Context: an optimization exercise on an open-source flow, tuned for small area. The choices shown serve that exercise and are no tape-out recipe. Only the layout flow was run in this run; the RTL was not checked for function there. Power and IR drop assume default switching activity.

==> design.v <==
module multiplier(
  input wire clk,
  input wire rst_n,
  input wire [15:0] a,
  input wire [15:0] b,
  output reg [31:0] res);
  wire w1;
  wire w2;
  wire w3;
  wire w4;
  wire w5;
  wire w6;
  wire w7;
  wire w8;
  wire w9;
  wire w10;
  wire w11;
  wire w12;
  wire w13;
  wire w14;
  wire w15;
  wire w16;
  wire w17;
  wire w18;
  wire w19;
  wire w20;
  wire w21;
  wire w22;
  wire w23;
  wire w24;
  wire w25;
  wire w26;
  wire w27;
  wire w28;
  wire w29;
  wire w30;
  wire w31;
  wire w32;
  wire w33;
  wire w34;
  wire w35;
  wire w36;
  wire w37;
  wire w38;
  wire w39;
  wire w40;
  wire w41;
  wire w42;
  wire w43;
  wire w44;
  wire w45;
  wire w46;
  wire w47;
  wire w48;
  wire w49;
  wire w50;
  wire w51;
  wire w52;
  wire w53;
  wire w54;
  wire w55;
  wire w56;
  wire w57;
  wire w58;
  wire w59;
  wire w60;
  wire w61;
  wire w62;
  wire w63;
  wire w64;
  wire w65;
  wire w66;
  wire w67;
  wire w68;
  wire w69;
  wire w70;
  wire w71;
  wire w72;
  wire w73;
  wire w74;
  wire w75;
  wire w76;
  wire w77;
  wire w78;
  wire w79;
  wire w80;
  wire w81;
  wire w82;
  wire w83;
  wire w84;
  wire w85;
  wire w86;
  wire w87;
  wire w88;
  wire w89;
  wire w90;
  wire w91;
  wire w92;
  wire w93;
  wire w94;
  wire w95;
  wire w96;
  wire w97;
  wire w98;
  wire w99;
  wire w100;
  wire w101;
  wire w102;
  wire w103;
  wire w104;
  wire w105;
  wire w106;
  wire w107;
  wire w108;
  wire w109;
  wire w110;
  wire w111;
  wire w112;
  wire w113;
  wire w114;
  wire w115;
  wire w116;
  wire w117;
  wire w118;
  wire w119;
  wire w120;
  wire w121;
  wire w122;
  wire w123;
  wire w124;
  wire w125;
  wire w126;
  wire w127;
  wire w128;
  wire w129;
  wire w130;
  wire w131;
  wire w132;
  wire w133;
  wire w134;
  wire w135;
  wire w136;
  wire w137;
  wire w138;
  wire w139;
  wire w140;
  wire w141;
  wire w142;
  wire w143;
  wire w144;
  wire w145;
  wire w146;
  wire w147;
  wire w148;
  wire w149;
  wire w150;
  wire w151;
  wire w152;
  wire w153;
  wire w154;
  wire w155;
  wire w156;
  wire w157;
  wire w158;
  wire w159;
  wire w160;
  wire w161;
  wire w162;
  wire w163;
  wire w164;
  wire w165;
  wire w166;
  wire w167;
  wire w168;
  wire w169;
  wire w170;
  wire w171;
  wire w172;
  wire w173;
  wire w174;
  wire w175;
  wire w176;
  wire w177;
  wire w178;
  wire w179;
  wire w180;
  wire w181;
  wire w182;
  wire w183;
  wire w184;
  wire w185;
  wire w186;
  wire w187;
  wire w188;
  wire w189;
  wire w190;
  wire w191;
  wire w192;
  wire w193;
  wire w194;
  wire w195;
  wire w196;
  wire w197;
  wire w198;
  wire w199;
  wire w200;
  wire w201;
  wire w202;
  wire w203;
  wire w204;
  wire w205;
  wire w206;
  wire w207;
  wire w208;
  wire w209;
  wire w210;
  wire w211;
  wire w212;
  wire w213;
  wire w214;
  wire w215;
  wire w216;
  wire w217;
  wire w218;
  wire w219;
  wire w220;
  wire w221;
  wire w222;
  wire w223;
  wire w224;
  wire w225;
  wire w226;
  wire w227;
  wire w228;
  wire w229;
  wire w230;
  wire w231;
  wire w232;
  wire w233;
  wire w234;
  wire w235;
  wire w236;
  wire w237;
  wire w238;
  wire w239;
  wire w240;
  wire w241;
  wire w242;
  wire w243;
  wire w244;
  wire w245;
  wire w246;
  wire w247;
  wire w248;
  wire w249;
  wire w250;
  wire w251;
  wire w252;
  wire w253;
  wire w254;
  wire w255;
  wire w256;
  wire w257;
  wire w258;
  wire w259;
  wire w260;
  wire w261;
  wire w262;
  wire w263;
  wire w264;
  wire w265;
  wire w266;
  wire w267;
  wire w268;
  wire w269;
  wire w270;
  wire w271;
  wire w272;
  wire w273;
  wire w274;
  wire w275;
  wire w276;
  wire w277;
  wire w278;
  wire w279;
  wire w280;
  wire w281;
  wire w282;
  wire w283;
  wire w284;
  wire w285;
  wire w286;
  wire w287;
  wire w288;
  wire w289;
  wire w290;
  wire w291;
  wire w292;
  wire w293;
  wire w294;
  wire w295;
  wire w296;
  wire w297;
  wire w298;
  wire w299;
  wire w300;
  wire w301;
  wire w302;
  wire w303;
  wire w304;
  wire w305;
  wire w306;
  wire w307;
  wire w308;
  wire w309;
  wire w310;
  wire w311;
  wire w312;
  wire w313;
  wire w314;
  wire w315;
  wire w316;
  wire w317;
  wire w318;
  wire w319;
  wire w320;
  wire w321;
  wire w322;
  wire w323;
  wire w324;
  wire w325;
  wire w326;
  wire w327;
  wire w328;
  wire w329;
  wire w330;
  wire w331;
  wire w332;
  wire w333;
  wire w334;
  wire w335;
  wire w336;
  wire w337;
  wire w338;
  wire w339;
  wire w340;
  wire w341;
  wire w342;
  wire w343;
  wire w344;
  wire w345;
  wire w346;
  wire w347;
  wire w348;
  wire w349;
  wire w350;
  wire w351;
  wire w352;
  wire w353;
  wire w354;
  wire w355;
  wire w356;
  wire w357;
  wire w358;
  wire w359;
  wire w360;
  wire w361;
  wire w362;
  wire w363;
  wire w364;
  wire w365;
  wire w366;
  wire w367;
  wire w368;
  wire w369;
  wire w370;
  wire w371;
  wire w372;
  wire w373;
  wire w374;
  wire w375;
  wire w376;
  wire w377;
  wire w378;
  wire w379;
  wire w380;
  wire w381;
  wire w382;
  wire w383;
  wire w384;
  wire w385;
  wire w386;
  wire w387;
  wire w388;
  wire w389;
  wire w390;
  wire w391;
  wire w392;
  wire w393;
  wire w394;
  wire w395;
  wire w396;
  wire w397;
  wire w398;
  wire w399;
  wire w400;
  wire w401;
  wire w402;
  wire w403;
  wire w404;
  wire w405;
  wire w406;
  wire w407;
  wire w408;
  wire w409;
  wire w410;
  wire w411;
  wire w412;
  wire w413;
  wire w414;
  wire w415;
  wire w416;
  wire w417;
  wire w418;
  wire w419;
  wire w420;
  wire w421;
  wire w422;
  wire w423;
  wire w424;
  wire w425;
  wire w426;
  wire w427;
  wire w428;
  wire w429;
  wire w430;
  wire w431;
  wire w432;
  wire w433;
  wire w434;
  wire w435;
  wire w436;
  wire w437;
  wire w438;
  wire w439;
  wire w440;
  wire w441;
  wire w442;
  wire w443;
  wire w444;
  wire w445;
  wire w446;
  wire w447;
  wire w448;
  wire w449;
  wire w450;
  wire w451;
  wire w452;
  wire w453;
  wire w454;
  wire w455;
  wire w456;
  wire w457;
  wire w458;
  wire w459;
  wire w460;
  wire w461;
  wire w462;
  wire w463;
  wire w464;
  wire w465;
  wire w466;
  wire w467;
  wire w468;
  wire w469;
  wire w470;
  wire w471;
  wire w472;
  wire w473;
  wire w474;
  wire w475;
  wire w476;
  wire w477;
  wire w478;
  wire w479;
  wire w480;
  wire w481;
  wire w482;
  wire w483;
  wire w484;
  wire w485;
  wire w486;
  wire w487;
  wire w488;
  wire w489;
  wire w490;
  wire w491;
  wire w492;
  wire w493;
  wire w494;
  wire w495;
  wire w496;
  wire w497;
  wire w498;
  wire w499;
  wire w500;
  wire w501;
  wire w502;
  wire w503;
  wire w504;
  wire w505;
  wire w506;
  wire w507;
  wire w508;
  wire w509;
  wire w510;
  wire w511;
  wire w512;
  wire w513;
  wire w514;
  wire w515;
  wire w516;
  wire w517;
  wire w518;
  wire w519;
  wire w520;
  wire w521;
  wire w522;
  wire w523;
  wire w524;
  wire w525;
  wire w526;
  wire w527;
  wire w528;
  wire w529;
  wire w530;
  wire w531;
  wire w532;
  wire w533;
  wire w534;
  wire w535;
  wire w536;
  wire w537;
  wire w538;
  wire w539;
  wire w540;
  wire w541;
  wire w542;
  wire w543;
  wire w544;
  wire w545;
  wire w546;
  wire w547;
  wire w548;
  wire w549;
  wire w550;
  wire w551;
  wire w552;
  wire w553;
  wire w554;
  wire w555;
  wire w556;
  wire w557;
  wire w558;
  wire w559;
  wire w560;
  wire w561;
  wire w562;
  wire w563;
  wire w564;
  wire w565;
  wire w566;
  wire w567;
  wire w568;
  wire w569;
  wire w570;
  wire w571;
  wire w572;
  wire w573;
  wire w574;
  wire w575;
  wire w576;
  wire w577;
  wire w578;
  wire w579;
  wire w580;
  wire w581;
  wire w582;
  wire w583;
  wire w584;
  wire w585;
  wire w586;
  wire w587;
  wire w588;
  wire w589;
  wire w590;
  wire w591;
  wire w592;
  wire w593;
  wire w594;
  wire w595;
  wire w596;
  wire w597;
  wire w598;
  wire w599;
  wire w600;
  wire w601;
  wire w602;
  wire w603;
  wire w604;
  wire w605;
  wire w606;
  wire w607;
  wire w608;
  wire w609;
  wire w610;
  wire w611;
  wire w612;
  wire w613;
  wire w614;
  wire w615;
  wire w616;
  wire w617;
  wire w618;
  wire w619;
  wire w620;
  wire w621;
  wire w622;
  wire w623;
  wire w624;
  wire w625;
  wire w626;
  wire w627;
  wire w628;
  wire w629;
  wire w630;
  wire w631;
  wire w632;
  wire w633;
  wire w634;
  wire w635;
  wire w636;
  wire w637;
  wire w638;
  wire w639;
  wire w640;
  wire w641;
  wire w642;
  wire w643;
  wire w644;
  wire w645;
  wire w646;
  wire w647;
  wire w648;
  wire w649;
  wire w650;
  wire w651;
  wire w652;
  wire w653;
  wire w654;
  wire w655;
  wire w656;
  wire w657;
  wire w658;
  wire w659;
  wire w660;
  wire w661;
  wire w662;
  wire w663;
  wire w664;
  wire w665;
  wire w666;
  wire w667;
  wire w668;
  wire w669;
  wire w670;
  wire w671;
  wire w672;
  wire w673;
  wire w674;
  wire w675;
  wire w676;
  wire w677;
  wire w678;
  wire w679;
  wire w680;
  wire w681;
  wire w682;
  wire w683;
  wire w684;
  wire w685;
  wire w686;
  wire w687;
  wire w688;
  wire w689;
  wire w690;
  wire w691;
  wire w692;
  wire w693;
  wire w694;
  wire w695;
  wire w696;
  wire w697;
  wire w698;
  wire w699;
  wire w700;
  wire w701;
  wire w702;
  wire w703;
  wire w704;
  wire w705;
  wire w706;
  wire w707;
  wire w708;
  wire w709;
  wire w710;
  wire w711;
  wire w712;
  wire w713;
  wire w714;
  wire w715;
  wire w716;
  wire w717;
  wire w718;
  wire w719;
  wire w720;
  wire w721;
  wire w722;
  wire w723;
  wire w724;
  wire w725;
  wire w726;
  wire w727;
  wire w728;
  wire w729;
  wire w730;
  wire w731;
  wire w732;
  wire w733;
  wire w734;
  wire w735;
  wire w736;
  wire w737;
  wire w738;
  wire w739;
  wire w740;
  wire w741;
  wire w742;
  wire w743;
  wire w744;
  wire w745;
  wire w746;
  wire w747;
  wire w748;
  wire w749;
  wire w750;
  wire w751;
  wire w752;
  wire w753;
  wire w754;
  wire w755;
  wire w756;
  wire w757;
  wire w758;
  wire w759;
  wire w760;
  wire w761;
  wire w762;
  wire w763;
  wire w764;
  wire w765;
  wire w766;
  wire w767;
  wire w768;
  wire w769;
  wire w770;
  wire w771;
  wire w772;
  wire w773;
  wire w774;
  wire w775;
  wire w776;
  wire w777;
  wire w778;
  wire w779;
  wire w780;
  wire w781;
  wire w782;
  wire w783;
  wire w784;
  wire w785;
  wire w786;
  wire w787;
  wire w788;
  wire w789;
  wire w790;
  wire w791;
  wire w792;
  wire w793;
  wire w794;
  wire w795;
  wire w796;
  wire w797;
  wire w798;
  wire w799;
  wire w800;
  wire w801;
  wire w802;
  wire w803;
  wire w804;
  wire w805;
  wire w806;
  wire w807;
  wire w808;
  wire w809;
  wire w810;
  wire w811;
  wire w812;
  wire w813;
  wire w814;
  wire w815;
  wire w816;
  wire w817;
  wire w818;
  wire w819;
  wire w820;
  wire [31:0] p;
  c_inv u0 (a[0], w1);
  c_inv u1 (a[1], w2);
  c_inv u2 (a[2], w3);
  c_inv u3 (a[3], w4);
  c_inv u4 (a[4], w5);
  c_inv u5 (a[5], w6);
  c_inv u6 (a[6], w7);
  c_inv u7 (a[7], w8);
  c_inv u8 (a[8], w9);
  c_inv u9 (a[9], w10);
  c_inv u10 (a[10], w11);
  c_inv u11 (a[11], w12);
  c_inv u12 (a[12], w13);
  c_inv u13 (a[13], w14);
  c_inv u14 (a[14], w15);
  c_inv u15 (a[15], w16);
  c_inv u16 (b[0], w17);
  c_inv u17 (b[1], w18);
  c_inv u18 (b[2], w19);
  c_inv u19 (b[3], w20);
  c_inv u20 (b[4], w21);
  c_inv u21 (b[5], w22);
  c_inv u22 (b[6], w23);
  c_inv u23 (b[7], w24);
  c_inv u24 (b[8], w25);
  c_inv u25 (b[9], w26);
  c_inv u26 (b[10], w27);
  c_inv u27 (b[11], w28);
  c_inv u28 (b[12], w29);
  c_inv u29 (b[13], w30);
  c_inv u30 (b[14], w31);
  c_inv u31 (b[15], w32);
  c_nor u32 (w1, w17, w33);
  c_nor u33 (w1, w18, w34);
  c_nor u34 (w1, w19, w35);
  c_nor u35 (w1, w20, w36);
  c_nor u36 (w1, w21, w37);
  c_nor u37 (w1, w22, w38);
  c_nor u38 (w1, w23, w39);
  c_nor u39 (w1, w24, w40);
  c_nor u40 (w1, w25, w41);
  c_nor u41 (w1, w26, w42);
  c_nor u42 (w1, w27, w43);
  c_nor u43 (w1, w28, w44);
  c_nor u44 (w1, w29, w45);
  c_nor u45 (w1, w30, w46);
  c_nor u46 (w1, w31, w47);
  c_nor u47 (w1, w32, w48);
  c_nor u48 (w2, w17, w49);
  c_nor u49 (w2, w18, w50);
  c_nor u50 (w2, w19, w51);
  c_nor u51 (w2, w20, w52);
  c_nor u52 (w2, w21, w53);
  c_nor u53 (w2, w22, w54);
  c_nor u54 (w2, w23, w55);
  c_nor u55 (w2, w24, w56);
  c_nor u56 (w2, w25, w57);
  c_nor u57 (w2, w26, w58);
  c_nor u58 (w2, w27, w59);
  c_nor u59 (w2, w28, w60);
  c_nor u60 (w2, w29, w61);
  c_nor u61 (w2, w30, w62);
  c_nor u62 (w2, w31, w63);
  c_nor u63 (w2, w32, w64);
  c_nor u64 (w3, w17, w65);
  c_nor u65 (w3, w18, w66);
  c_nor u66 (w3, w19, w67);
  c_nor u67 (w3, w20, w68);
  c_nor u68 (w3, w21, w69);
  c_nor u69 (w3, w22, w70);
  c_nor u70 (w3, w23, w71);
  c_nor u71 (w3, w24, w72);
  c_nor u72 (w3, w25, w73);
  c_nor u73 (w3, w26, w74);
  c_nor u74 (w3, w27, w75);
  c_nor u75 (w3, w28, w76);
  c_nor u76 (w3, w29, w77);
  c_nor u77 (w3, w30, w78);
  c_nor u78 (w3, w31, w79);
  c_nor u79 (w3, w32, w80);
  c_nor u80 (w4, w17, w81);
  c_nor u81 (w4, w18, w82);
  c_nor u82 (w4, w19, w83);
  c_nor u83 (w4, w20, w84);
  c_nor u84 (w4, w21, w85);
  c_nor u85 (w4, w22, w86);
  c_nor u86 (w4, w23, w87);
  c_nor u87 (w4, w24, w88);
  c_nor u88 (w4, w25, w89);
  c_nor u89 (w4, w26, w90);
  c_nor u90 (w4, w27, w91);
  c_nor u91 (w4, w28, w92);
  c_nor u92 (w4, w29, w93);
  c_nor u93 (w4, w30, w94);
  c_nor u94 (w4, w31, w95);
  c_nor u95 (w4, w32, w96);
  c_nor u96 (w5, w17, w97);
  c_nor u97 (w5, w18, w98);
  c_nor u98 (w5, w19, w99);
  c_nor u99 (w5, w20, w100);
  c_nor u100 (w5, w21, w101);
  c_nor u101 (w5, w22, w102);
  c_nor u102 (w5, w23, w103);
  c_nor u103 (w5, w24, w104);
  c_nor u104 (w5, w25, w105);
  c_nor u105 (w5, w26, w106);
  c_nor u106 (w5, w27, w107);
  c_nor u107 (w5, w28, w108);
  c_nor u108 (w5, w29, w109);
  c_nor u109 (w5, w30, w110);
  c_nor u110 (w5, w31, w111);
  c_nor u111 (w5, w32, w112);
  c_nor u112 (w6, w17, w113);
  c_nor u113 (w6, w18, w114);
  c_nor u114 (w6, w19, w115);
  c_nor u115 (w6, w20, w116);
  c_nor u116 (w6, w21, w117);
  c_nor u117 (w6, w22, w118);
  c_nor u118 (w6, w23, w119);
  c_nor u119 (w6, w24, w120);
  c_nor u120 (w6, w25, w121);
  c_nor u121 (w6, w26, w122);
  c_nor u122 (w6, w27, w123);
  c_nor u123 (w6, w28, w124);
  c_nor u124 (w6, w29, w125);
  c_nor u125 (w6, w30, w126);
  c_nor u126 (w6, w31, w127);
  c_nor u127 (w6, w32, w128);
  c_nor u128 (w7, w17, w129);
  c_nor u129 (w7, w18, w130);
  c_nor u130 (w7, w19, w131);
  c_nor u131 (w7, w20, w132);
  c_nor u132 (w7, w21, w133);
  c_nor u133 (w7, w22, w134);
  c_nor u134 (w7, w23, w135);
  c_nor u135 (w7, w24, w136);
  c_nor u136 (w7, w25, w137);
  c_nor u137 (w7, w26, w138);
  c_nor u138 (w7, w27, w139);
  c_nor u139 (w7, w28, w140);
  c_nor u140 (w7, w29, w141);
  c_nor u141 (w7, w30, w142);
  c_nor u142 (w7, w31, w143);
  c_nor u143 (w7, w32, w144);
  c_nor u144 (w8, w17, w145);
  c_nor u145 (w8, w18, w146);
  c_nor u146 (w8, w19, w147);
  c_nor u147 (w8, w20, w148);
  c_nor u148 (w8, w21, w149);
  c_nor u149 (w8, w22, w150);
  c_nor u150 (w8, w23, w151);
  c_nor u151 (w8, w24, w152);
  c_nor u152 (w8, w25, w153);
  c_nor u153 (w8, w26, w154);
  c_nor u154 (w8, w27, w155);
  c_nor u155 (w8, w28, w156);
  c_nor u156 (w8, w29, w157);
  c_nor u157 (w8, w30, w158);
  c_nor u158 (w8, w31, w159);
  c_nor u159 (w8, w32, w160);
  c_nor u160 (w9, w17, w161);
  c_nor u161 (w9, w18, w162);
  c_nor u162 (w9, w19, w163);
  c_nor u163 (w9, w20, w164);
  c_nor u164 (w9, w21, w165);
  c_nor u165 (w9, w22, w166);
  c_nor u166 (w9, w23, w167);
  c_nor u167 (w9, w24, w168);
  c_nor u168 (w9, w25, w169);
  c_nor u169 (w9, w26, w170);
  c_nor u170 (w9, w27, w171);
  c_nor u171 (w9, w28, w172);
  c_nor u172 (w9, w29, w173);
  c_nor u173 (w9, w30, w174);
  c_nor u174 (w9, w31, w175);
  c_nor u175 (w9, w32, w176);
  c_nor u176 (w10, w17, w177);
  c_nor u177 (w10, w18, w178);
  c_nor u178 (w10, w19, w179);
  c_nor u179 (w10, w20, w180);
  c_nor u180 (w10, w21, w181);
  c_nor u181 (w10, w22, w182);
  c_nor u182 (w10, w23, w183);
  c_nor u183 (w10, w24, w184);
  c_nor u184 (w10, w25, w185);
  c_nor u185 (w10, w26, w186);
  c_nor u186 (w10, w27, w187);
  c_nor u187 (w10, w28, w188);
  c_nor u188 (w10, w29, w189);
  c_nor u189 (w10, w30, w190);
  c_nor u190 (w10, w31, w191);
  c_nor u191 (w10, w32, w192);
  c_nor u192 (w11, w17, w193);
  c_nor u193 (w11, w18, w194);
  c_nor u194 (w11, w19, w195);
  c_nor u195 (w11, w20, w196);
  c_nor u196 (w11, w21, w197);
  c_nor u197 (w11, w22, w198);
  c_nor u198 (w11, w23, w199);
  c_nor u199 (w11, w24, w200);
  c_nor u200 (w11, w25, w201);
  c_nor u201 (w11, w26, w202);
  c_nor u202 (w11, w27, w203);
  c_nor u203 (w11, w28, w204);
  c_nor u204 (w11, w29, w205);
  c_nor u205 (w11, w30, w206);
  c_nor u206 (w11, w31, w207);
  c_nor u207 (w11, w32, w208);
  c_nor u208 (w12, w17, w209);
  c_nor u209 (w12, w18, w210);
  c_nor u210 (w12, w19, w211);
  c_nor u211 (w12, w20, w212);
  c_nor u212 (w12, w21, w213);
  c_nor u213 (w12, w22, w214);
  c_nor u214 (w12, w23, w215);
  c_nor u215 (w12, w24, w216);
  c_nor u216 (w12, w25, w217);
  c_nor u217 (w12, w26, w218);
  c_nor u218 (w12, w27, w219);
  c_nor u219 (w12, w28, w220);
  c_nor u220 (w12, w29, w221);
  c_nor u221 (w12, w30, w222);
  c_nor u222 (w12, w31, w223);
  c_nor u223 (w12, w32, w224);
  c_nor u224 (w13, w17, w225);
  c_nor u225 (w13, w18, w226);
  c_nor u226 (w13, w19, w227);
  c_nor u227 (w13, w20, w228);
  c_nor u228 (w13, w21, w229);
  c_nor u229 (w13, w22, w230);
  c_nor u230 (w13, w23, w231);
  c_nor u231 (w13, w24, w232);
  c_nor u232 (w13, w25, w233);
  c_nor u233 (w13, w26, w234);
  c_nor u234 (w13, w27, w235);
  c_nor u235 (w13, w28, w236);
  c_nor u236 (w13, w29, w237);
  c_nor u237 (w13, w30, w238);
  c_nor u238 (w13, w31, w239);
  c_nor u239 (w13, w32, w240);
  c_nor u240 (w14, w17, w241);
  c_nor u241 (w14, w18, w242);
  c_nor u242 (w14, w19, w243);
  c_nor u243 (w14, w20, w244);
  c_nor u244 (w14, w21, w245);
  c_nor u245 (w14, w22, w246);
  c_nor u246 (w14, w23, w247);
  c_nor u247 (w14, w24, w248);
  c_nor u248 (w14, w25, w249);
  c_nor u249 (w14, w26, w250);
  c_nor u250 (w14, w27, w251);
  c_nor u251 (w14, w28, w252);
  c_nor u252 (w14, w29, w253);
  c_nor u253 (w14, w30, w254);
  c_nor u254 (w14, w31, w255);
  c_nor u255 (w14, w32, w256);
  c_nor u256 (w15, w17, w257);
  c_nor u257 (w15, w18, w258);
  c_nor u258 (w15, w19, w259);
  c_nor u259 (w15, w20, w260);
  c_nor u260 (w15, w21, w261);
  c_nor u261 (w15, w22, w262);
  c_nor u262 (w15, w23, w263);
  c_nor u263 (w15, w24, w264);
  c_nor u264 (w15, w25, w265);
  c_nor u265 (w15, w26, w266);
  c_nor u266 (w15, w27, w267);
  c_nor u267 (w15, w28, w268);
  c_nor u268 (w15, w29, w269);
  c_nor u269 (w15, w30, w270);
  c_nor u270 (w15, w31, w271);
  c_nor u271 (w15, w32, w272);
  c_nor u272 (w16, w17, w273);
  c_nor u273 (w16, w18, w274);
  c_nor u274 (w16, w19, w275);
  c_nor u275 (w16, w20, w276);
  c_nor u276 (w16, w21, w277);
  c_nor u277 (w16, w22, w278);
  c_nor u278 (w16, w23, w279);
  c_nor u279 (w16, w24, w280);
  c_nor u280 (w16, w25, w281);
  c_nor u281 (w16, w26, w282);
  c_nor u282 (w16, w27, w283);
  c_nor u283 (w16, w28, w284);
  c_nor u284 (w16, w29, w285);
  c_nor u285 (w16, w30, w286);
  c_nor u286 (w16, w31, w287);
  c_nor u287 (w16, w32, w288);
  c_ha u288 (w46, w61, w289, w290);
  c_fa u289 (w47, w62, w77, w291, w292);
  c_ha u290 (w92, w107, w293, w294);
  c_fa u291 (w48, w63, w78, w295, w296);
  c_fa u292 (w93, w108, w123, w297, w298);
  c_ha u293 (w138, w153, w299, w300);
  c_fa u294 (w64, w79, w94, w301, w302);
  c_fa u295 (w109, w124, w139, w303, w304);
  c_ha u296 (w154, w169, w305, w306);
  c_fa u297 (w80, w95, w110, w307, w308);
  c_fa u298 (w125, w140, w155, w309, w310);
  c_fa u299 (w96, w111, w126, w311, w312);
  c_ha u300 (w42, w57, w313, w314);
  c_fa u301 (w43, w58, w73, w315, w316);
  c_ha u302 (w88, w103, w317, w318);
  c_fa u303 (w44, w59, w74, w319, w320);
  c_fa u304 (w89, w104, w119, w321, w322);
  c_ha u305 (w134, w149, w323, w324);
  c_fa u306 (w45, w60, w75, w325, w326);
  c_fa u307 (w90, w105, w120, w327, w328);
  c_fa u308 (w135, w150, w165, w329, w330);
  c_ha u309 (w180, w195, w331, w332);
  c_fa u310 (w76, w91, w106, w333, w334);
  c_fa u311 (w121, w136, w151, w335, w336);
  c_fa u312 (w166, w181, w196, w337, w338);
  c_fa u313 (w211, w226, w241, w339, w340);
  c_fa u314 (w122, w137, w152, w341, w342);
  c_fa u315 (w167, w182, w197, w343, w344);
  c_fa u316 (w212, w227, w242, w345, w346);
  c_fa u317 (w257, w290, w293, w347, w348);
  c_fa u318 (w168, w183, w198, w349, w350);
  c_fa u319 (w213, w228, w243, w351, w352);
  c_fa u320 (w258, w273, w294, w353, w354);
  c_fa u321 (w299, w292, w295, w355, w356);
  c_fa u322 (w184, w199, w214, w357, w358);
  c_fa u323 (w229, w244, w259, w359, w360);
  c_fa u324 (w274, w300, w305, w361, w362);
  c_fa u325 (w296, w298, w301, w363, w364);
  c_fa u326 (w170, w185, w200, w365, w366);
  c_fa u327 (w215, w230, w245, w367, w368);
  c_fa u328 (w260, w275, w306, w369, w370);
  c_fa u329 (w302, w304, w307, w371, w372);
  c_fa u330 (w141, w156, w171, w373, w374);
  c_fa u331 (w186, w201, w216, w375, w376);
  c_fa u332 (w231, w246, w261, w377, w378);
  c_fa u333 (w276, w308, w310, w379, w380);
  c_fa u334 (w112, w127, w142, w381, w382);
  c_fa u335 (w157, w172, w187, w383, w384);
  c_fa u336 (w202, w217, w232, w385, w386);
  c_fa u337 (w247, w262, w277, w387, w388);
  c_fa u338 (w128, w143, w158, w389, w390);
  c_fa u339 (w173, w188, w203, w391, w392);
  c_fa u340 (w218, w233, w248, w393, w394);
  c_fa u341 (w144, w159, w174, w395, w396);
  c_fa u342 (w189, w204, w219, w397, w398);
  c_fa u343 (w160, w175, w190, w399, w400);
  c_ha u344 (w39, w54, w401, w402);
  c_fa u345 (w40, w55, w70, w403, w404);
  c_ha u346 (w85, w100, w405, w406);
  c_fa u347 (w41, w56, w71, w407, w408);
  c_fa u348 (w86, w101, w116, w409, w410);
  c_ha u349 (w131, w146, w411, w412);
  c_fa u350 (w72, w87, w102, w413, w414);
  c_fa u351 (w117, w132, w147, w415, w416);
  c_fa u352 (w162, w177, w313, w417, w418);
  c_fa u353 (w118, w133, w148, w419, w420);
  c_fa u354 (w163, w178, w193, w421, w422);
  c_fa u355 (w314, w317, w315, w423, w424);
  c_fa u356 (w164, w179, w194, w425, w426);
  c_fa u357 (w209, w318, w323, w427, w428);
  c_fa u358 (w316, w319, w321, w429, w430);
  c_fa u359 (w210, w225, w324, w431, w432);
  c_fa u360 (w331, w320, w322, w433, w434);
  c_fa u361 (w325, w327, w329, w435, w436);
  c_fa u362 (w332, w289, w326, w437, w438);
  c_fa u363 (w328, w330, w333, w439, w440);
  c_fa u364 (w335, w337, w339, w441, w442);
  c_fa u365 (w334, w336, w338, w443, w444);
  c_fa u366 (w340, w341, w343, w445, w446);
  c_fa u367 (w345, w291, w347, w447, w448);
  c_fa u368 (w342, w344, w346, w449, w450);
  c_fa u369 (w349, w351, w297, w451, w452);
  c_fa u370 (w348, w353, w355, w453, w454);
  c_fa u371 (w350, w352, w357, w455, w456);
  c_fa u372 (w359, w303, w354, w457, w458);
  c_fa u373 (w361, w356, w363, w459, w460);
  c_fa u374 (w358, w360, w365, w461, w462);
  c_fa u375 (w367, w309, w362, w463, w464);
  c_fa u376 (w369, w364, w371, w465, w466);
  c_fa u377 (w366, w368, w373, w467, w468);
  c_fa u378 (w375, w377, w311, w469, w470);
  c_fa u379 (w370, w372, w379, w471, w472);
  c_fa u380 (w374, w376, w378, w473, w474);
  c_fa u381 (w312, w381, w383, w475, w476);
  c_fa u382 (w385, w387, w380, w477, w478);
  c_fa u383 (w263, w278, w382, w479, w480);
  c_fa u384 (w384, w386, w388, w481, w482);
  c_fa u385 (w389, w391, w393, w483, w484);
  c_fa u386 (w234, w249, w264, w485, w486);
  c_fa u387 (w279, w390, w392, w487, w488);
  c_fa u388 (w394, w395, w397, w489, w490);
  c_fa u389 (w205, w220, w235, w491, w492);
  c_fa u390 (w250, w265, w280, w493, w494);
  c_fa u391 (w396, w398, w399, w495, w496);
  c_fa u392 (w176, w191, w206, w497, w498);
  c_fa u393 (w221, w236, w251, w499, w500);
  c_fa u394 (w266, w281, w400, w501, w502);
  c_fa u395 (w192, w207, w222, w503, w504);
  c_fa u396 (w237, w252, w267, w505, w506);
  c_fa u397 (w208, w223, w238, w507, w508);
  c_ha u398 (w37, w52, w509, w510);
  c_fa u399 (w38, w53, w68, w511, w512);
  c_ha u400 (w83, w98, w513, w514);
  c_fa u401 (w69, w84, w99, w515, w516);
  c_fa u402 (w114, w129, w401, w517, w518);
  c_fa u403 (w115, w130, w145, w519, w520);
  c_fa u404 (w402, w405, w403, w521, w522);
  c_fa u405 (w161, w406, w411, w523, w524);
  c_fa u406 (w404, w407, w409, w525, w526);
  c_fa u407 (w412, w408, w410, w527, w528);
  c_fa u408 (w413, w415, w417, w529, w530);
  c_fa u409 (w414, w416, w419, w531, w532);
  c_fa u410 (w421, w418, w423, w533, w534);
  c_fa u411 (w420, w422, w425, w535, w536);
  c_fa u412 (w427, w424, w429, w537, w538);
  c_fa u413 (w426, w428, w431, w539, w540);
  c_fa u414 (w430, w433, w435, w541, w542);
  c_fa u415 (w432, w434, w437, w543, w544);
  c_fa u416 (w436, w439, w441, w545, w546);
  c_fa u417 (w438, w440, w442, w547, w548);
  c_fa u418 (w443, w445, w447, w549, w550);
  c_fa u419 (w444, w446, w449, w551, w552);
  c_fa u420 (w451, w448, w453, w553, w554);
  c_fa u421 (w450, w452, w455, w555, w556);
  c_fa u422 (w457, w454, w459, w557, w558);
  c_fa u423 (w456, w458, w461, w559, w560);
  c_fa u424 (w463, w460, w465, w561, w562);
  c_fa u425 (w462, w467, w469, w563, w564);
  c_fa u426 (w464, w466, w471, w565, w566);
  c_fa u427 (w468, w470, w473, w567, w568);
  c_fa u428 (w475, w477, w472, w569, w570);
  c_fa u429 (w474, w479, w476, w571, w572);
  c_fa u430 (w481, w483, w478, w573, w574);
  c_fa u431 (w485, w480, w482, w575, w576);
  c_fa u432 (w484, w487, w489, w577, w578);
  c_fa u433 (w486, w491, w493, w579, w580);
  c_fa u434 (w488, w490, w495, w581, w582);
  c_fa u435 (w492, w494, w497, w583, w584);
  c_fa u436 (w499, w496, w501, w585, w586);
  c_fa u437 (w282, w498, w500, w587, w588);
  c_fa u438 (w503, w505, w502, w589, w590);
  c_fa u439 (w253, w268, w283, w591, w592);
  c_fa u440 (w504, w506, w507, w593, w594);
  c_fa u441 (w224, w239, w254, w595, w596);
  c_fa u442 (w269, w284, w508, w597, w598);
  c_fa u443 (w240, w255, w270, w599, w600);
  c_ha u444 (w36, w51, w601, w602);
  c_fa u445 (w67, w82, w97, w603, w604);
  c_fa u446 (w113, w510, w513, w605, w606);
  c_fa u447 (w514, w512, w515, w607, w608);
  c_fa u448 (w516, w519, w518, w609, w610);
  c_fa u449 (w520, w523, w522, w611, w612);
  c_fa u450 (w524, w526, w527, w613, w614);
  c_fa u451 (w528, w531, w530, w615, w616);
  c_fa u452 (w532, w535, w534, w617, w618);
  c_fa u453 (w536, w539, w538, w619, w620);
  c_fa u454 (w540, w543, w542, w621, w622);
  c_fa u455 (w544, w547, w546, w623, w624);
  c_fa u456 (w548, w551, w550, w625, w626);
  c_fa u457 (w552, w555, w554, w627, w628);
  c_fa u458 (w556, w559, w558, w629, w630);
  c_fa u459 (w560, w563, w562, w631, w632);
  c_fa u460 (w564, w567, w566, w633, w634);
  c_fa u461 (w568, w571, w573, w635, w636);
  c_fa u462 (w575, w572, w577, w637, w638);
  c_fa u463 (w579, w576, w578, w639, w640);
  c_fa u464 (w580, w583, w582, w641, w642);
  c_fa u465 (w584, w587, w589, w643, w644);
  c_fa u466 (w591, w588, w593, w645, w646);
  c_fa u467 (w592, w595, w594, w647, w648);
  c_fa u468 (w285, w596, w599, w649, w650);
  c_fa u469 (w256, w271, w286, w651, w652);
  c_ha u470 (w35, w50, w653, w654);
  c_fa u471 (w66, w81, w601, w655, w656);
  c_fa u472 (w602, w509, w603, w657, w658);
  c_fa u473 (w604, w511, w605, w659, w660);
  c_fa u474 (w606, w517, w607, w661, w662);
  c_fa u475 (w608, w521, w609, w663, w664);
  c_fa u476 (w525, w610, w611, w665, w666);
  c_fa u477 (w529, w612, w613, w667, w668);
  c_fa u478 (w614, w533, w615, w669, w670);
  c_fa u479 (w537, w616, w617, w671, w672);
  c_fa u480 (w541, w618, w619, w673, w674);
  c_fa u481 (w545, w620, w621, w675, w676);
  c_fa u482 (w549, w622, w623, w677, w678);
  c_fa u483 (w624, w553, w625, w679, w680);
  c_fa u484 (w557, w626, w627, w681, w682);
  c_fa u485 (w561, w628, w629, w683, w684);
  c_fa u486 (w565, w630, w631, w685, w686);
  c_fa u487 (w569, w632, w633, w687, w688);
  c_fa u488 (w570, w634, w635, w689, w690);
  c_fa u489 (w574, w637, w636, w691, w692);
  c_fa u490 (w581, w638, w639, w693, w694);
  c_fa u491 (w585, w640, w641, w695, w696);
  c_fa u492 (w586, w642, w643, w697, w698);
  c_fa u493 (w590, w645, w644, w699, w700);
  c_fa u494 (w597, w646, w647, w701, w702);
  c_fa u495 (w598, w649, w648, w703, w704);
  c_fa u496 (w600, w651, w650, w705, w706);
  c_fa u497 (w272, w287, w652, w707, w708);
  c_ha u498 (w34, w49, w709, w710);
  c_fa u499 (w65, w710, w653, w711, w712);
  c_fa u500 (w654, w712, w655, w713, w714);
  c_fa u501 (w656, w657, w714, w715, w716);
  c_ha u502 (w658, w659, w717, w718);
  c_xor u503 (w717, w716, w719);
  c_a21oi u504 (w717, w716, w718, w720);
  c_xor u505 (w660, w661, w721);
  c_nor u506 (w660, w661, w722);
  c_xnor u507 (w721, w720, w723);
  c_a21oi u508 (w721, w720, w722, w724);
  c_ha u509 (w662, w663, w725, w726);
  c_xor u510 (w725, w724, w727);
  c_a21oi u511 (w725, w724, w726, w728);
  c_xor u512 (w664, w665, w729);
  c_nor u513 (w664, w665, w730);
  c_xnor u514 (w729, w728, w731);
  c_a21oi u515 (w729, w728, w730, w732);
  c_ha u516 (w666, w667, w733, w734);
  c_xor u517 (w733, w732, w735);
  c_a21oi u518 (w733, w732, w734, w736);
  c_xor u519 (w668, w669, w737);
  c_nor u520 (w668, w669, w738);
  c_xnor u521 (w737, w736, w739);
  c_a21oi u522 (w737, w736, w738, w740);
  c_ha u523 (w670, w671, w741, w742);
  c_xor u524 (w741, w740, w743);
  c_a21oi u525 (w741, w740, w742, w744);
  c_xor u526 (w672, w673, w745);
  c_nor u527 (w672, w673, w746);
  c_xnor u528 (w745, w744, w747);
  c_a21oi u529 (w745, w744, w746, w748);
  c_ha u530 (w674, w675, w749, w750);
  c_xor u531 (w749, w748, w751);
  c_a21oi u532 (w749, w748, w750, w752);
  c_xor u533 (w676, w677, w753);
  c_nor u534 (w676, w677, w754);
  c_xnor u535 (w753, w752, w755);
  c_a21oi u536 (w753, w752, w754, w756);
  c_ha u537 (w678, w679, w757, w758);
  c_xor u538 (w757, w756, w759);
  c_a21oi u539 (w757, w756, w758, w760);
  c_xor u540 (w680, w681, w761);
  c_nor u541 (w680, w681, w762);
  c_xnor u542 (w761, w760, w763);
  c_a21oi u543 (w761, w760, w762, w764);
  c_ha u544 (w682, w683, w765, w766);
  c_xor u545 (w765, w764, w767);
  c_a21oi u546 (w765, w764, w766, w768);
  c_xor u547 (w684, w685, w769);
  c_nor u548 (w684, w685, w770);
  c_xnor u549 (w769, w768, w771);
  c_a21oi u550 (w769, w768, w770, w772);
  c_ha u551 (w686, w687, w773, w774);
  c_xor u552 (w773, w772, w775);
  c_a21oi u553 (w773, w772, w774, w776);
  c_xor u554 (w688, w689, w777);
  c_nor u555 (w688, w689, w778);
  c_xnor u556 (w777, w776, w779);
  c_a21oi u557 (w777, w776, w778, w780);
  c_ha u558 (w690, w691, w781, w782);
  c_xor u559 (w781, w780, w783);
  c_a21oi u560 (w781, w780, w782, w784);
  c_xor u561 (w692, w693, w785);
  c_nor u562 (w692, w693, w786);
  c_xnor u563 (w785, w784, w787);
  c_a21oi u564 (w785, w784, w786, w788);
  c_ha u565 (w694, w695, w789, w790);
  c_xor u566 (w789, w788, w791);
  c_a21oi u567 (w789, w788, w790, w792);
  c_xor u568 (w696, w697, w793);
  c_nor u569 (w696, w697, w794);
  c_xnor u570 (w793, w792, w795);
  c_a21oi u571 (w793, w792, w794, w796);
  c_ha u572 (w698, w699, w797, w798);
  c_xor u573 (w797, w796, w799);
  c_a21oi u574 (w797, w796, w798, w800);
  c_xor u575 (w700, w701, w801);
  c_nor u576 (w700, w701, w802);
  c_xnor u577 (w801, w800, w803);
  c_a21oi u578 (w801, w800, w802, w804);
  c_ha u579 (w702, w703, w805, w806);
  c_xor u580 (w805, w804, w807);
  c_a21oi u581 (w805, w804, w806, w808);
  c_xor u582 (w704, w705, w809);
  c_nor u583 (w704, w705, w810);
  c_xnor u584 (w809, w808, w811);
  c_a21oi u585 (w809, w808, w810, w812);
  c_ha u586 (w706, w707, w813, w814);
  c_xor u587 (w813, w812, w815);
  c_a21oi u588 (w813, w812, w814, w816);
  c_xor u589 (w708, w288, w817);
  c_nor u590 (w708, w288, w818);
  c_xnor u591 (w817, w816, w819);
  c_a21oi u592 (w817, w816, w818, w820);
  assign p[0] = w33;
  assign p[1] = w709;
  assign p[2] = w711;
  assign p[3] = w713;
  assign p[4] = w715;
  assign p[5] = w719;
  assign p[6] = w723;
  assign p[7] = w727;
  assign p[8] = w731;
  assign p[9] = w735;
  assign p[10] = w739;
  assign p[11] = w743;
  assign p[12] = w747;
  assign p[13] = w751;
  assign p[14] = w755;
  assign p[15] = w759;
  assign p[16] = w763;
  assign p[17] = w767;
  assign p[18] = w771;
  assign p[19] = w775;
  assign p[20] = w779;
  assign p[21] = w783;
  assign p[22] = w787;
  assign p[23] = w791;
  assign p[24] = w795;
  assign p[25] = w799;
  assign p[26] = w803;
  assign p[27] = w807;
  assign p[28] = w811;
  assign p[29] = w815;
  assign p[30] = w819;
  assign p[31] = w820;
  always @(posedge clk or negedge rst_n) begin
    if (!rst_n) res <= 32'd0;
    else res <= p;
  end
endmodule
module c_a21oi(input wire a1, input wire a2, input wire b1, output wire o);
  assign o = ~((a1 & a2) | b1);
endmodule
module c_fa(input wire x, input wire y, input wire z, output wire s, output wire c);
  assign s = x ^ y ^ z;
  assign c = (x & y) | (x & z) | (y & z);
endmodule
module c_ha(input wire x, input wire y, output wire s, output wire c);
  assign s = x ^ y;
  assign c = x & y;
endmodule
module c_inv(input wire x, output wire o);
  assign o = ~x;
endmodule
module c_nor(input wire x, input wire y, output wire o);
  assign o = ~(x | y);
endmodule
module c_xnor(input wire x, input wire y, output wire o);
  assign o = ~(x ^ y);
endmodule
module c_xor(input wire x, input wire y, output wire o);
  assign o = x ^ y;
endmodule
==> flow/run.sh <==
#!/bin/bash
# Own layout flow: the standard flow (standard.sh), with
#  - port buffers of the smallest buffer cell (buf_1) instead of the default choice,
#  - the a21oi cells that synthesis upsized put back to a21oi_1 before floorplanning
#    (the resizer upsizes again wherever timing needs it).
set -euo pipefail
here=$(pwd)
export BUFFER_PORTS_ARGS="-buffer_cell sky130_fd_sc_hd__buf_1"
export PRE_FLOORPLAN_TCL="$here/flow/pre_floorplan.tcl"
bash standard.sh > "$here/standard_flow.log" 2>&1
==> flow/pre_floorplan.tcl <==
# Put cells that synthesis upsized back to their smallest size; the resizer upsizes
# again where timing needs it.
set db [ord::get_db]
set swaps {sky130_fd_sc_hd__a21oi_2 sky130_fd_sc_hd__a21oi_1 sky130_fd_sc_hd__o21ai_2 sky130_fd_sc_hd__o21ai_1}
set n 0
foreach inst [[ord::get_db_block] getInsts] {
  set m [[$inst getMaster] getName]
  if {[dict exists $swaps $m]} {
    $inst swapMaster [$db findMaster [dict get $swaps $m]]
    incr n
  }
}
puts "pre_floorplan: downsized $n cells"
==> standard.sh <==
#!/bin/bash
# synth_recipe.tcl (not shown) runs the flow's synth.tcl, then flattens the netlist and writes it again
# the make line also repeats each setting of config.mk as NAME=value (left out here)
make -C /OpenROAD-flow-scripts/flow DESIGN_CONFIG=/design/flow/config.mk WORK_HOME=/design/flow/orfs CLKGATE_MAP_FILE= SYNTH_SCRIPT=/design/flow/synth_recipe.tcl "${@:-finish}"
==> config.mk <==
export PLATFORM = sky130hd
export DESIGN_NAME = multiplier
export DESIGN_NICKNAME = multiplier
export VERILOG_FILES = /design/flow/design.v
export SDC_FILE = /design/flow/constraint.sdc
export NUM_CORES = 4
export LEC_CHECK = 0
export CAP_MARGIN = 20
export CORE_MARGIN = 2
export CORE_UTILIZATION = 70
export CTS_BUF_LIST = sky130_fd_sc_hd__clkbuf_4 sky130_fd_sc_hd__clkbuf_8
export GPL_TIMING_DRIVEN = 0
export SLEW_MARGIN = 20
export SYNTH_HIERARCHICAL = 1
export SYNTH_MINIMUM_KEEP_SIZE = 0
==> constraint.sdc <==
create_clock -name core_clock -period 7.5 [get_ports {clk}]
set_input_delay 1.5000 -clock core_clock [delete_from_list [all_inputs] [get_ports {clk}]]
set_output_delay 1.5000 -clock core_clock [all_outputs]
set_load 0.01 [all_outputs]
==> notes.md <==
==> how the worst min path moves through the flow <==
stage / from / end / slack, ps
floorplan: rst_n / res[0]$_DFF_PN0_ / 1200
CTS: rst_n / res[18]$_DFF_PN0_ / 1130
detailed placement: rst_n / res[3]$_DFF_PN0_ / 1460
global placement: res[20]$_DFF_PN0_ / res[20] / 1940
==> power groups by stage <==
stage / clock network (mW) / registers (mW) / logic [mW]
after CTS: 0.186 / 0.338 / 3.05
after floorplan: 0 / 0.388 / 2.05
after detailed placement: 0 / 0.342 / 2.64
after global placement: 0 / 0.341 / 2.52
==> per-stage QoR <==
step / hold WS [ps] / instance area, µm² / utilization [%] / setup TNS, ps / setup WS, ps
after floorplan: 1204 / 6895 / - / 0 / 18.15
after global placement: 1939 / 7301 / 78.64 / -5254 / -1187
after detailed placement: 1459 / 7330 / 78.95 / -6691 / -1426
after CTS: 1126 / 8155 / 87.84 / 0 / 8.885
==> repair_timing <==
action | in CTS
gates cloned | 1
setup buffers | 76
pin swaps | 14
endpoints found under the setup margin | 7
resized for setup | 24
==> routing by layer <==
metal  global-route usage [%]  overflow
met5                    22.60         0
met4                    108.1       172
met3                    71.82         4
met2                    107.4       214
met1                    84.58         2
==> metrics.json <==
{
  "cts_made_buffers": {"value": 5},
  "gp_routability_congestion": {"value": 0.8857},
  "initial_utilization": {"value": 72.48, "unit": "%"},
  "dp_hpwl": {"value": 12.25, "unit": "mm"},
  "cts.htree.levels": {"value": 2},
  "dieWidth": {"value": 102.0, "unit": "µm"},
  "global_route.overflow_total": {"value": 392},
  "io_pins": {"value": 66},
  "pin_count_of_the_biggest_net_entering_global_routing": {"value": 18},
  "die_height": {"value": 102.0, "unit": "µm"},
  "placed_cells_incl_taps": {"value": 820},
  "syn-instance-count": {"value": 625},
  "io_buffers": {"value": 65},
  "timing.worst_endpoint.kind": {"value": "sequential cell input"},
  "syn-num-nets": {"value": 886},
  "cts_hold_repair.buffers": {"value": 0},
  "first-error": {"value": "[ERROR GRT-0232] Routing congestion too high. Check the congestion heatmap in the GUI."},
  "failed_stage": {"value": "global routing"},
  "globalroute.repair_timing.worst_endpoint": {"value": "res[30]$_DFF_PN0_/D"},
  "clock-root-buffer": {"value": "sky130_fd_sc_hd__clkbuf_8"},
  "cts_max_path_bufs": {"value": 2},
  "grt_usage": {"value": 90.05, "unit": "%"},
  "outcome": {"value": "stopped before the end"},
  "num_rows": {"value": 35},
  "yosys_warnings": {"value": 7}
}
